Background: an optimization exercise with open tools, aiming at small area and a short achievable clock period. Do not read the settings as production practice.
The RTL was checked by simulation tests, not by an equivalence proof against the original design.

==> flow/design.v, too long to show whole: its modules and the start of the top module <==
// module PE: 2016 lines
// module PE_fa: 10 lines
// module PE_aoi21: 8 lines
// module PE_inv: 6 lines
// module PE_nand2: 7 lines
// module PE_nand3: 8 lines
// module PE_nand4: 9 lines
// module PE_nor2: 7 lines
// module PE_nor3: 8 lines
// module PE_oai21: 8 lines
// module PE_xnor2: 7 lines
// module PE_xor2: 7 lines
// module PE_ha: 9 lines
// module PE_dec: 11 lines
// module PE_sel: 11 lines
// module PE_xor: 7 lines
// module PE_nor: 7 lines
module PE (
    input              clk,
    input              CIM_en,
    input              STDW,  
    input              STDR,  
    input        [5:0] STD_A,  
    input        [3:0] weight_in,  
    input      [255:0] act_in,  
    output reg   [3:0] weight_out,  
    output reg  [13:0] PSUM  
);
  // ...
==> flow/flow/run.sh <==
#!/bin/bash
# The standard layout, with two changes: after the standard synthesis every
# combinational cell is set to the smallest drive strength of its family
# (flow/downsize.py; the repair steps size up where needed), and the port
# buffers are plain buf_1 cells.
set -euo pipefail
R=orfs/results/$FLOW_PLATFORM/PE/base
bash standard.sh synth > synth.log 2>&1
python3 flow/downsize.py $R/1_2_yosys.v $FLOW_HOME/platforms/$FLOW_PLATFORM/lef/sky130_fd_sc_hd_merged.lef > downsize.log 2>&1
touch $R/1_2_yosys.v
bash standard.sh synth > synth_odb.log 2>&1
bash standard.sh BUFFER_PORTS_ARGS="-buffer_cell sky130_fd_sc_hd__buf_1" finish > finish.log 2>&1
==> flow/flow/downsize.py <==
#!/usr/bin/env python3
"""Set every combinational cell of a synthesized netlist to the smallest drive
strength of its own cell family (same function, same pins), in place.
Flip-flops, latches and clock cells are left as they are. The layout's repair
steps size up again wherever slew, capacitance or timing need it.
usage: downsize.py NETLIST.v CELLS.lef"""
import re, sys, collections

net_path, lef_path = sys.argv[1], sys.argv[2]
lef = open(lef_path).read()
area = {m.group(1): float(m.group(2)) * float(m.group(3))
        for m in re.finditer(r'MACRO (\w+).*?SIZE\s+([\d.]+)\s+BY\s+([\d.]+)', lef, re.S)}
fam = collections.defaultdict(list)
for c in area:
    m = re.match(r'(sky130_fd_sc_hd__\w+?)_(\d+)$', c)
    if m:
        fam[m.group(1)].append((area[c], -int(m.group(2)), c))
SKIP = ('df', 'dl', 'clk', 'lpflow', 'probe', 'tap', 'fill', 'decap', 'conb', 'diode', 'sdf', 'edf')
swaps = collections.Counter()
def repl(m):
    cell = m.group(2)
    f = re.match(r'(sky130_fd_sc_hd__\w+?)_(\d+)$', cell)
    if not f or any(s in cell for s in SKIP):
        return m.group(0)
    best = min(fam[f.group(1)])[2]
    if area[best] < area[cell]:
        swaps[(cell, best)] += 1
        return m.group(1) + best + m.group(3)
    return m.group(0)
src = open(net_path).read()
out = re.sub(r'^(\s*)(sky130_fd_sc_hd__\w+)(\s)', repl, src, flags=re.M)
# and2b (X = ~A_N & B) is the same function as nor2b (Y = ~A & B_N), which is smaller
def and2b(m):
    body = m.group(2).replace(".A_N(", ".@A(").replace(".B(", ".B_N(").replace(".X(", ".Y(").replace(".@A(", ".A(")
    swaps[(m.group(1), "sky130_fd_sc_hd__nor2b_1")] += 1
    return "sky130_fd_sc_hd__nor2b_1" + body
out = re.sub(r'(sky130_fd_sc_hd__and2b_\d+)(\s[^;]*?\);)', and2b, out, flags=re.S)
open(net_path, 'w').write(out)
saved = 0.0
for (a, b), n in sorted(swaps.items()):
    saved += (area[a] - area[b]) * n
    print(f"{n:5d} {a} -> {b}")
print(f"area saved: {saved:.1f} um2")
==> flow/standard.sh <==
#!/bin/bash
# synth_recipe.tcl (not shown) runs the flow's synth.tcl, then flattens the netlist and writes it again
# the make line also repeats each setting of config.mk as NAME=value (left out here)
make -C /OpenROAD-flow-scripts/flow DESIGN_CONFIG=/design/flow/config.mk WORK_HOME=/design/flow/orfs CLKGATE_MAP_FILE= SYNTH_SCRIPT=/design/flow/synth_recipe.tcl "${@:-finish}"
==> flow/config.mk <==
export PLATFORM = sky130hd
export DESIGN_NAME = PE
export DESIGN_NICKNAME = PE
export VERILOG_FILES = /design/flow/design.v
export SDC_FILE = /design/flow/constraint.sdc
export NUM_CORES = 4
export LEC_CHECK = 0
export CAP_MARGIN = 20
export CELL_PAD_IN_SITES_DETAIL_PLACEMENT = 1
export CELL_PAD_IN_SITES_GLOBAL_PLACEMENT = 1
export CORE_MARGIN = 2
export CORE_UTILIZATION = 40
export CTS_BUF_LIST = sky130_fd_sc_hd__clkbuf_4
export PLACE_DENSITY = 0.5
export SLEW_MARGIN = 20
export SYNTH_HIERARCHICAL = 1
==> flow/constraint.sdc <==
create_clock -name core_clock -period 20.0 [get_ports {clk}]
set_input_delay 4.0000 -clock core_clock [delete_from_list [all_inputs] [get_ports {clk}]]
set_output_delay 4.0000 -clock core_clock [all_outputs]
set_load 0.01 [all_outputs]
==> metrics.md, run 1 <==
| Metric | Value |
|---|---|
| Slowest library cell on the worst path | a222oi_1 |
| Crit path required time | 16.00 ns |
| RSZ-0062 raised after global routing | no |
| Hold Startpoint | weight_in[2] |
| Met2 Use GR | just over 60% |
| CP peak stage delay | 1.11 ns |
| Grt total ovfl | 0 |
| Multi-In Gates | about 2200 |
| Buffering overhead | 3.45% |
| ANT cells | 6 |
| Hold bufs inserted after CTS | 0 |
| Worst path top cell family by delay | adder cells |
| Starting density of the core | 40.2% |
| Final WL | 159000 um |
| Initial antenna violation count | 6 |
| ClkCell Share | approximately 2.4% |
| Final instance count without filler cells | 3933 |
| Final Cell Area | 36300 um^2 |
| Max-Cap Viols | 0 |
| Wl on met1 | 61900 um |
| Core Area | between 80000 and 90000 um^2 |
| CP Capture Point | PSUM[11] |
| Met3 wire length | between 10000 and 15000 um |
| Outcome | finished clean |
| Post-route ant nets | 0 |
| DRT Pass-1 Iters | 12 |
| DIE AREA | 84500 um^2 |
| Crit path depth | 21 |
| WHS Endpoint | weight[230] |
| FF/Latch Area | 7690 um^2 |
| Avg Synthesized Cell Area | 13.5 um^2 |
| I/O pin count | 288 |
| Worst Setup Start Kind | input pin |
| Placed cell count | 3807 |
| N_taps | 1070 |
| Post-DP Area | 35400 um^2 |
==> run 2, diff against run 1 <==
==> flow/flow/run.sh (replaced) <==
#!/bin/bash
# The standard layout, with two changes: after the standard synthesis the
# nor3 cells (the address decoders) are set to their smallest drive strength
# (flow/downsize.py; the repair steps size up where needed), and the port
# buffers are plain buf_1 cells.
set -euo pipefail
R=orfs/results/$FLOW_PLATFORM/PE/base
bash standard.sh synth > synth.log 2>&1
python3 flow/downsize.py $R/1_2_yosys.v $FLOW_HOME/platforms/$FLOW_PLATFORM/lef/sky130_fd_sc_hd_merged.lef nor3 > downsize.log 2>&1
touch $R/1_2_yosys.v
bash standard.sh synth > synth_odb.log 2>&1
bash standard.sh BUFFER_PORTS_ARGS="-buffer_cell sky130_fd_sc_hd__buf_1" finish > finish.log 2>&1
==> flow/flow/downsize.py (replaced) <==
#!/usr/bin/env python3
"""Set the cells of the families named on the command line to the smallest
drive strength of their family (same function, same pins), in place. Used
for the address decoders, which are far from the critical path; the layout's
repair steps size up again wherever slew or capacitance need it.
usage: downsize.py NETLIST.v CELLS.lef FAMILY..."""
import re, sys, collections

net_path, lef_path = sys.argv[1], sys.argv[2]
ONLY = ["sky130_fd_sc_hd__" + f for f in sys.argv[3:]]
lef = open(lef_path).read()
area = {m.group(1): float(m.group(2)) * float(m.group(3))
        for m in re.finditer(r'MACRO (\w+).*?SIZE\s+([\d.]+)\s+BY\s+([\d.]+)', lef, re.S)}
fam = collections.defaultdict(list)
for c in area:
    m = re.match(r'(sky130_fd_sc_hd__\w+?)_(\d+)$', c)
    if m:
        fam[m.group(1)].append((area[c], -int(m.group(2)), c))
SKIP = ('df', 'dl', 'clk', 'lpflow', 'probe', 'tap', 'fill', 'decap', 'conb', 'diode', 'sdf', 'edf')
swaps = collections.Counter()
def repl(m):
    cell = m.group(2)
    f = re.match(r'(sky130_fd_sc_hd__\w+?)_(\d+)$', cell)
    if not f or any(s in cell for s in SKIP) or f.group(1) not in ONLY:
        return m.group(0)
    best = min(fam[f.group(1)])[2]
    if area[best] < area[cell]:
        swaps[(cell, best)] += 1
        return m.group(1) + best + m.group(3)
    return m.group(0)
src = open(net_path).read()
out = re.sub(r'^(\s*)(sky130_fd_sc_hd__\w+)(\s)', repl, src, flags=re.M)
open(net_path, 'w').write(out)
saved = 0.0
for (a, b), n in sorted(swaps.items()):
    saved += (area[a] - area[b]) * n
    print(f"{n:5d} {a} -> {b}")
print(f"area saved: {saved:.1f} um2")
--- a/flow/config.mk
+++ b/flow/config.mk
@@ -8,4 +8,2 @@
 export CAP_MARGIN = 20
-export CELL_PAD_IN_SITES_DETAIL_PLACEMENT = 1
-export CELL_PAD_IN_SITES_GLOBAL_PLACEMENT = 1
 export CORE_MARGIN = 2
@@ -13,3 +11,2 @@
 export CTS_BUF_LIST = sky130_fd_sc_hd__clkbuf_4
-export PLACE_DENSITY = 0.5
 export SLEW_MARGIN = 20
==> metrics.md, run 2 <==
| Metric | Value |
|---|---|
| Outcome | finished clean |
| I/O pin count | 288 (unchanged) |
| Crit path required time | 16.00 ns (about the same) |
| Final setup viols | 0 |
| Final Hold Fails | 0 |
| Worst Setup Start Kind | input pin |
| Vias | 28400 |
| Gr usage total | 34.7% |
| Residual DRC count | 0 |
| Detailed router's first-iteration violation count | 7224 |
| Fin Setup TNS | 0 ns |
| Top Registers | weight x256 |
| HPWL Detailed | 123000 um |
| Initial antenna violation count | 2 (-4) |
| Most frequent cells in the layout | 749 x fa_1, 532 x a222oi_1, 283 x buf_1, 274 x nand2_1, 256 x edfxtp_1 |
| RSZ-0062 raised after global routing | no |
| Crit Path Max Fanout | 4 |
| WL per Instance | 37.7 um |
| Most flop-heavy register | weight |
| Final instance count without filler cells | 3943 (+0.25%) |
| TritonCTS buffer count | about 80 |
| Critical path endpoint category | primary output |
| Port Buffers | around 290 |
| CTS tree | done |
| Vias per cell | 7.19 |
| Final Critical Period | 15.41 ns |
| Row cnt | 105 |
| Grt total ovfl | 0 (unchanged) |
| Worst-case headroom to the max-slew limit | 16.2% |
| Post-route ant nets | 0 (unchanged) |
| Synthesis Warnings | 7 |
| Final nets | just under 4000 |
| DRT Pass-1 Iters | 15 (+3) |
| Clk sinks | 256 |
| Fmax achieved | roughly 0.065 GHz |
| Min-Delay Path Class | in2reg |
| Chip Width | 293 um |
| H-tree depth | 3 |
| Layout cells sized above 1 | between 10% and 20% |
| Gate Count Post-Synth | 2443 |
| Placed cell count | 3805 (-0.053%) |
| First-pass GRT wire length | ~210000 um |
| Most common cell after layout, fill and taps aside | fa_1 |
| Largest net degree at the start of global routing | 65 |
| Die Y-Extent | between 200 and 300 um |
| DIE AREA | 85700 um^2 (+1.5%) |
| Max-Cap Viols | 0 (unchanged) |
| Buffer count from post-CTS setup fixing | 0 |
| Arrival time at the worst endpoint | approximately 11 ns |
| Final WL | 149000 um (-6.6%) |
| CTS Buffer Depth | 3 |
| Max reg flops | 256 |
| Root Driver | clkbuf_4 |
| Hold bufs inserted after CTS | 0 (unchanged) |
| Avg Synthesized Cell Area | 13.7 um^2 (+1.5%) |
| Vias in the first global route | around 29000 |
| Crit path kind | in2out |
| P&R area growth vs syn | 10.6% |
| Final Core Density | 44.8% |
| Fin crit share | 77.1% |
| Worst slew pin tran | around 1.3 ns |
| Clock Pin Slew Worst Setup and Hold Paths | 0.06 ns |
| Post-synth net total | 3490 |
| Synthesized area | 33400 um^2 |
| Placer Congestion | 1.06 |
| Post-CTS sizing | 0 |
| Starting density of the core | 40.5% (+0.29 points) |
| Slew Viols, Final | 0 |
| Core Area | 82400 um^2 (+0.80%) |
==> run 2: path summary, 6_finish.rpt <==
kind	end	start	depth (start not counted)	slack (ns)
max	PSUM[12]	act_in[234]	22	4.59
min	weight[222]	weight_in[2]	2	3.99
==> run 2: per-layer routing <==
layer	GRT usage, %	part of all wire [%]
met5	0	0
met1	45.0	36
met4	16.7	5.9
met2	56.3	47
met3	6.37	11
==> run 2: metrics by stage <==
| stage | area [um^2] | worst slack, ns | hold slack [ns] |
|---|---|---|---|
| after detailed placement | 35800 | 4.67 | 4.86 |
| after floorplan | 33400 | 5.74 | 4.10 |
| final | 36900 | 4.59 | 3.99 |
| after global routing | 36900 | 4.41 | 3.96 |
| after global placement | 35800 | 4.68 | 4.85 |
| after CTS | 36900 | 4.66 | 3.92 |
==> run 2: critical path: stages <==
cell and delay [ns]:
buf_1 0.21, nand2_1 0.13, fa_1 0.54, fa_1 0.61
fa_1 0.53, fa_1 0.62, fa_1 0.47, fa_1 0.43
fa_1 0.52, fa_1 0.42, fa_1 0.51, fa_1 0.43
fa_1 0.61, xor2_1 0.28, nand2_1 0.11, o21ai_1 0.27
a21oi_2 0.08, inv_1 0.07, a21oi_2 0.04, xor2_1 0.29
nor2_1 0.08, buf_1 0.17
==> run 2: final cells by class <==
class / count / area, um^2
Multi-Input combinational cell: 2150 / 25500
Clock inverter: 38 / 317
Clock buffer: 97 / 728
Sequential cell: 256 / 7690
Timing Repair Buffer: 306 / 1240
Tap cell: 1070 / 1340
Antenna cell: 3 / 7.51
Inverter: 23 / 86.3
Fill cell: 7481 / 45500
==> run 3, diff against run 2 <==
--- a/flow/config.mk
+++ b/flow/config.mk
@@ -10,3 +10,5 @@
 export CORE_UTILIZATION = 40
-export CTS_BUF_LIST = sky130_fd_sc_hd__clkbuf_4
+export CTS_BUF_LIST = sky130_fd_sc_hd__clkbuf_8
+export CTS_CLUSTER_DIAMETER = 80
+export CTS_CLUSTER_SIZE = 16
 export SLEW_MARGIN = 20
==> metrics.md, run 3 <==
| Metric | Value |
|---|---|
| Vias in the first global route | 28400 (-1.7%) |
| I/O pin count | 288 (unchanged) |
| Gr usage total | 34.3% (-0.41 points) |
| Clock Pin Slew Worst Setup and Hold Paths | 0.10 ns (+0.04 ns) |
| Met2 Use GR | 56.5% (+0.22 points) |
| HPWL Detailed | 123000 um (unchanged) |
| RSZ-0062 raised after global routing | no |
| Most frequent cells in the layout | 749 x fa_1, 532 x a222oi_1, 283 x buf_1, 274 x nand2_1, 256 x edfxtp_1 |
| CTS tree | done |
| Gate Count Post-Synth | 2443 (unchanged) |
| Post-route ant nets | 0 (unchanged) |
| Worst Setup Start Kind | input pin |
| Final setup viols | 0 (unchanged) |
| Final WL | 148000 um (-0.61%) |
| WL per Instance | 38.3 um (+1.6%) |
| Most flop-heavy register | weight |
| Starting density of the core | 40.5% (unchanged) |
| Most common cell after layout, fill and taps aside | fa_1 |
| Vias | 28000 (-1.3%) |
| Die Y-Extent | 293 um (unchanged) |
| Outcome | finished clean |
| Top Registers | weight x256 |
| Post-synth net total | 3490 (unchanged) |
| Chip Width | 293 um (unchanged) |
| Fin crit share | 77.0% (about the same) |
| Crit path required time | 16.00 ns (about the same) |
| Port Buffers | 287 (unchanged) |
| Final Critical Period | 15.40 ns (-0.0115 ns) |
| Core Area | 82400 um^2 (unchanged) |
| Final instance count without filler cells | 3858 (-2.2%) |
| Met3 Resource Use GR | 6.24% (-0.14 points) |
| Hold bufs inserted after CTS | 0 (unchanged) |
| Worst-case headroom to the max-slew limit | 21.8% (+5.6 points) |
| Final nets | 3812 (-1.3%) |
| DRT Pass-1 Iters | 15 (unchanged) |
| Largest net degree at the start of global routing | 65 (unchanged) |
| Fmax achieved | 0.0649 GHz (about the same) |
| Post-CTS sizing | 0 (unchanged) |
| P&R area growth vs syn | 9.31% |
| Max reg flops | 256 (unchanged) |
| Placer Congestion | 1.06 (unchanged) |
| CTS Buffer Depth | 3 (unchanged) |
| Synthesis Warnings | 7 (unchanged) |
| Final Hold Fails | 0 (unchanged) |
| Crit path kind | in2out |
| Fin Setup TNS | 0 ns (unchanged) |
| H-tree depth | 1 (-2) |
| Slew Viols, Final | 0 (unchanged) |
| Synthesized area | 33400 um^2 (unchanged) |
| Worst slew pin tran | 1.17 ns (-0.0832 ns) |
| Placed cell count | 3805 (unchanged) |
| Clk sinks | 256 (unchanged) |
| Detailed router's first-iteration violation count | 7260 (+0.50%) |
| Max-Cap Viols | 0 (unchanged) |
| Residual DRC count | 0 (unchanged) |
| Final Core Density | 44.3% (-0.51 points) |
| Avg Synthesized Cell Area | 13.7 um^2 (unchanged) |
| Critical path endpoint category | primary output |
| Busiest grt layer | met2 |
| Grt total ovfl | 0 (unchanged) |
| Min-Delay Path Class | in2reg |
| Arrival time at the worst endpoint | 11.40 ns (about the same) |
| Root Driver | clkbuf_8 |
| Buffer count from post-CTS setup fixing | 0 (unchanged) |
| Routing usage on met1 | 44.6% (-0.43 points) |
| First-pass GRT wire length | 208000 um (-0.80%) |
| Post-DP Area | 35800 um^2 (unchanged) |
| TritonCTS buffer count | 28 (-65%) |
| Crit Path Max Fanout | 4 (unchanged) |
| Row cnt | 105 (unchanged) |
| DIE AREA | 85700 um^2 (unchanged) |
| Layout cells sized above 1 | 10.8% (-2.0 points) |
| Initial antenna violation count | 3 (+1) |
| Final Cell Area | 36500 um^2 (-1.1%) |
| Vias per cell | 7.25 (+0.83%) |
==> run 3: cell count changes in the layout (fill, tap and decap cells not counted) <==
cell,before,now
bufinv_16,6,2
clkbuf_4,97,0
clkbuf_8,0,28
clkinv_1,24,4
clkinv_2,6,2
clkinv_8,0,3
diode_2,3,2
inv_1,23,25
inv_12,0,1
inv_6,0,5
inv_8,0,2
==> run 3: final timing paths <==
kind          from     endpoint  cells past startpoint
max    act_in[234]     PSUM[12]                     22
min   weight_in[2]  weight[234]                      2
==> run 3: area by class of cell <==
| cell class | count | area, um^2 |
|---|---|---|
| fillers | 7469 | 45900 |
| clock buffers | 28 | 385 |
| clock inverters | 23 | 240 |
| inverters | 23 | 86.3 |
| flip-flops and latches | 256 | 7690 |
| well taps | 1070 | 1340 |
| diodes | 2 | 5.00 |
| multi-input cells | 2150 | 25500 |
| repair buffers | 306 | 1240 |
==> run 3: per-layer routing <==
metal	up-vias	wire length, um
met1	14500	54100
met5	-	22
met2	2457	69900
met4	4	8050
met3	365	15900
li1	10600	-
==> run 3: worst max-delay path, stage by stage <==
cell,delay (ns)
buf_1,0.20
nand2_1,0.12
fa_1,0.53
fa_1,0.61
fa_1,0.53
fa_1,0.63
fa_1,0.48
fa_1,0.43
fa_1,0.52
fa_1,0.42
fa_1,0.51
fa_1,0.43
fa_1,0.60
xor2_1,0.28
nand2_1,0.11
o21ai_1,0.26
a21oi_2,0.08
inv_1,0.07
a21oi_2,0.04
xor2_1,0.29
nor2_1,0.08
buf_1,0.17
==> run 3: stage by stage <==
step                hold slack [ns]  setup slack [ns]
finish                         4.07              4.60
global route                   4.07              4.41
CTS                            4.07              4.66
detailed placement             4.86              4.67
global placement               4.85              4.68
floorplan                      4.10              5.74
==> run 4, diff against run 3 <==
--- a/flow/config.mk
+++ b/flow/config.mk
@@ -11,4 +11,4 @@
 export CTS_BUF_LIST = sky130_fd_sc_hd__clkbuf_8
-export CTS_CLUSTER_DIAMETER = 80
-export CTS_CLUSTER_SIZE = 16
+export CTS_CLUSTER_DIAMETER = 60
+export CTS_CLUSTER_SIZE = 10
 export SLEW_MARGIN = 20
==> metrics.md, run 4 <==
| Metric | Value |
|---|---|
| P&R area growth vs syn | 9.87% |
| Post-synth net total | 3490 (unchanged) |
| RSZ-0062 raised after global routing | no |
| Crit Path Max Fanout | 4 (unchanged) |
| Clk sinks | 256 (unchanged) |
| Start point of the critical path | act_in[234] |
| Avg Synthesized Cell Area | 13.7 um^2 (unchanged) |
| Starting density of the core | 40.5% (unchanged) |
| Max-Cap Viols | 0 (unchanged) |
| CP peak stage delay | 0.62 ns (about the same) |
| DIE AREA | 85700 um^2 (unchanged) |
| Buffer count from post-CTS setup fixing | 0 (unchanged) |
| WL per Instance | 38.2 um (-0.30%) |
| Crit path depth | 22 (unchanged) |
| Chip Width | 293 um (unchanged) |
| Fin crit share | 77.0% (about the same) |
| DRT Pass-1 Iters | 17 (+2) |
| Placed cell count | 3805 (unchanged) |
| TritonCTS buffer count | 41 (+46%) |
| Arrival time at the worst endpoint | 11.41 ns (about the same) |
| Most frequent cells in the layout | 749 x fa_1, 532 x a222oi_1, 283 x buf_1, 274 x nand2_1, 256 x edfxtp_1 |
| Vias | 28000 (+0.029%) |
| Slowest library cell on the worst path | fa_1 |
| Crit path buffers/inverters | 3 (unchanged) |
| Final WL | 148000 um (+0.14%) |
| Vias per cell | 7.22 (-0.41%) |
| Detailed router's first-iteration violation count | 7171 (-1.2%) |
| Final Critical Period | 15.41 ns (+0.00744 ns) |
| HPWL Detailed | 123000 um (unchanged) |
| Layout cells sized above 1 | 11.3% (+0.54 points) |
| Grt total ovfl | 0 (unchanged) |
| Post-CTS sizing | 0 (unchanged) |
| Max reg flops | 256 (unchanged) |
| Critical Path Most Common Cell | fa_1 |
| Synthesis Warnings | 7 (unchanged) |
| I/O pin count | 288 (unchanged) |
| Clock Pin Slew Worst Setup and Hold Paths | 0.07 ns (-0.03 ns) |
| Worst-case headroom to the max-slew limit | 17.9% (-3.8 points) |
| Die Y-Extent | 293 um (unchanged) |
| Final nets | 3825 (+0.34%) |
| Crit-path cells | buf_1 -> nand2_1 -> fa_1 -> fa_1 -> fa_1 -> fa_1 -> fa_1 -> fa_1 -> fa_1 -> fa_1 -> fa_1 -> fa_1 -> fa_1 -> xor2_1 -> nand2_1 -> o21ai_1 -> a21oi_2 -> inv_1 -> a21oi_2 -> xor2_1 -> nor2_1 -> buf_1 |
| Slew Viols, Final | 0 (unchanged) |
| Row cnt | 105 (unchanged) |
| Worst Setup Start Kind | input pin |
| Synthesized area | 33400 um^2 (unchanged) |
| Vias in the first global route | 28600 (+0.72%) |
| H-tree depth | 2 (+1) |
| Residual DRC count | 0 (unchanged) |
| Gate Count Post-Synth | 2443 (unchanged) |
| Final setup viols | 0 (unchanged) |
| Final instance count without filler cells | 3875 (+0.44%) |
| Fin Setup TNS | 0 ns (unchanged) |
| Critical path endpoint category | primary output |
| Port Buffers | 287 (unchanged) |
| Top Registers | weight x256 |
| Most common cell after layout, fill and taps aside | fa_1 |
| Worst slew pin tran | 1.23 ns (+0.0574 ns) |
| CTS tree | done |
| First-pass GRT wire length | 208000 um (+0.28%) |
| Core Area | 82400 um^2 (unchanged) |
| Outcome | finished clean |
| Min-Delay Path Class | in2reg |
| Largest net degree at the start of global routing | 65 (unchanged) |
| CP Capture Point | PSUM[12] |
| CTS Buffer Depth | 3 (unchanged) |
| Crit path kind | in2out |
| Most flop-heavy register | weight |
| Initial antenna violation count | 3 (unchanged) |
| Final Hold Fails | 0 (unchanged) |
| Hold bufs inserted after CTS | 0 (unchanged) |
| Crit path required time | 16.00 ns (about the same) |
| Root Driver | clkbuf_8 |
| Worst path top cell family by delay | adder cells |
| Fmax achieved | 0.0649 GHz (about the same) |
| Post-route ant nets | 0 (unchanged) |
| Placer Congestion | 1.06 (unchanged) |
| Gr usage total | 34.4% (+0.16 points) |
[run 4: how the worst min path moves through the flow]
stage	start	endpoint	slack (ns)	cells after the start
2_1_floorplan	weight_in[0]	weight[0]	4.10	0
3_3_place_gp	weight_in[1]	weight[237]	4.85	2
3_5_place_dp	weight_in[3]	weight[235]	4.86	2
4_1_cts	weight_in[3]	weight[239]	4.15	2
5_1_grt	weight_in[1]	weight[237]	4.17	2
6_report	weight_in[3]	weight[239]	4.17	2
[run 4: final cells by class]
| cell class | count | area, um^2 |
|---|---|---|
| Antenna cell | 1 | 2.50 |
| Inverter | 23 | 86.3 |
| Sequential cell | 256 | 7690 |
| Clock buffer | 42 | 578 |
| Tap cell | 1070 | 1340 |
| Timing Repair Buffer | 306 | 1240 |
| Clock inverter | 27 | 238 |
| Multi-Input combinational cell | 2150 | 25500 |
| Fill cell | 7452 | 45700 |
[run 4: layer usage]
layer	up-vias	GRT usage, %	share of wire [%]
li1	10700	-	-
met1	14400	44.6	37
met2	2454	56.5	47
met3	418	6.40	11
met4	2	15.4	5.7
met5	-	0	0.0074
[run 4: stage by stage]
stage	hold slack [ns]	worst slack (ns)	utilization (%)	cell area, um^2
3_3_place_gp	4.85	4.68	43.5	35800
4_1_cts	4.15	4.66	44.5	36700
5_1_grt	4.17	4.40	44.5	36700
3_5_place_dp	4.86	4.67	43.5	35800
6_report	4.17	4.59	44.5	36700
2_1_floorplan	4.10	5.74	-	33400

==> separate check: timing with driven ports <==
The flow's constraints put no driver on any port. The routed layouts listed below were extracted and timed again, unchanged, in two steps. Step 1 assumes that a clkbuf_16 drives the clock port and a buf_2 every other input. Step 2 times the ports against the registers' clock, not the clock port: input delays grow and output delays shrink by t, the midpoint of the rising clock arrivals with the driver on. a / b / c = ideal ports / drivers / drivers and shift; a / b = the first two.
run	t (ns)	setup slack, ns	worst hold slack (ns)	pins driven straight from the clock port
run 1	1.012	4.000 / 3.971 / 3.971	3.870 / 3.823 / 4.835	1
run 2	0.889	4.587 / 4.559 / 4.559	3.994 / 3.952 / 4.842	1
run 3	0.766	4.599 / 4.571 / 4.571	4.074 / 4.031 / 4.797	1
run 4	0.693	4.591 / 4.563 / 4.563	4.166 / 4.123 / 4.816	1
After both steps setup and hold are still met in every run listed. The setup slack of run 1, which loses most, moves by -0.029 ns with the drivers and by -0.029 ns with both steps.
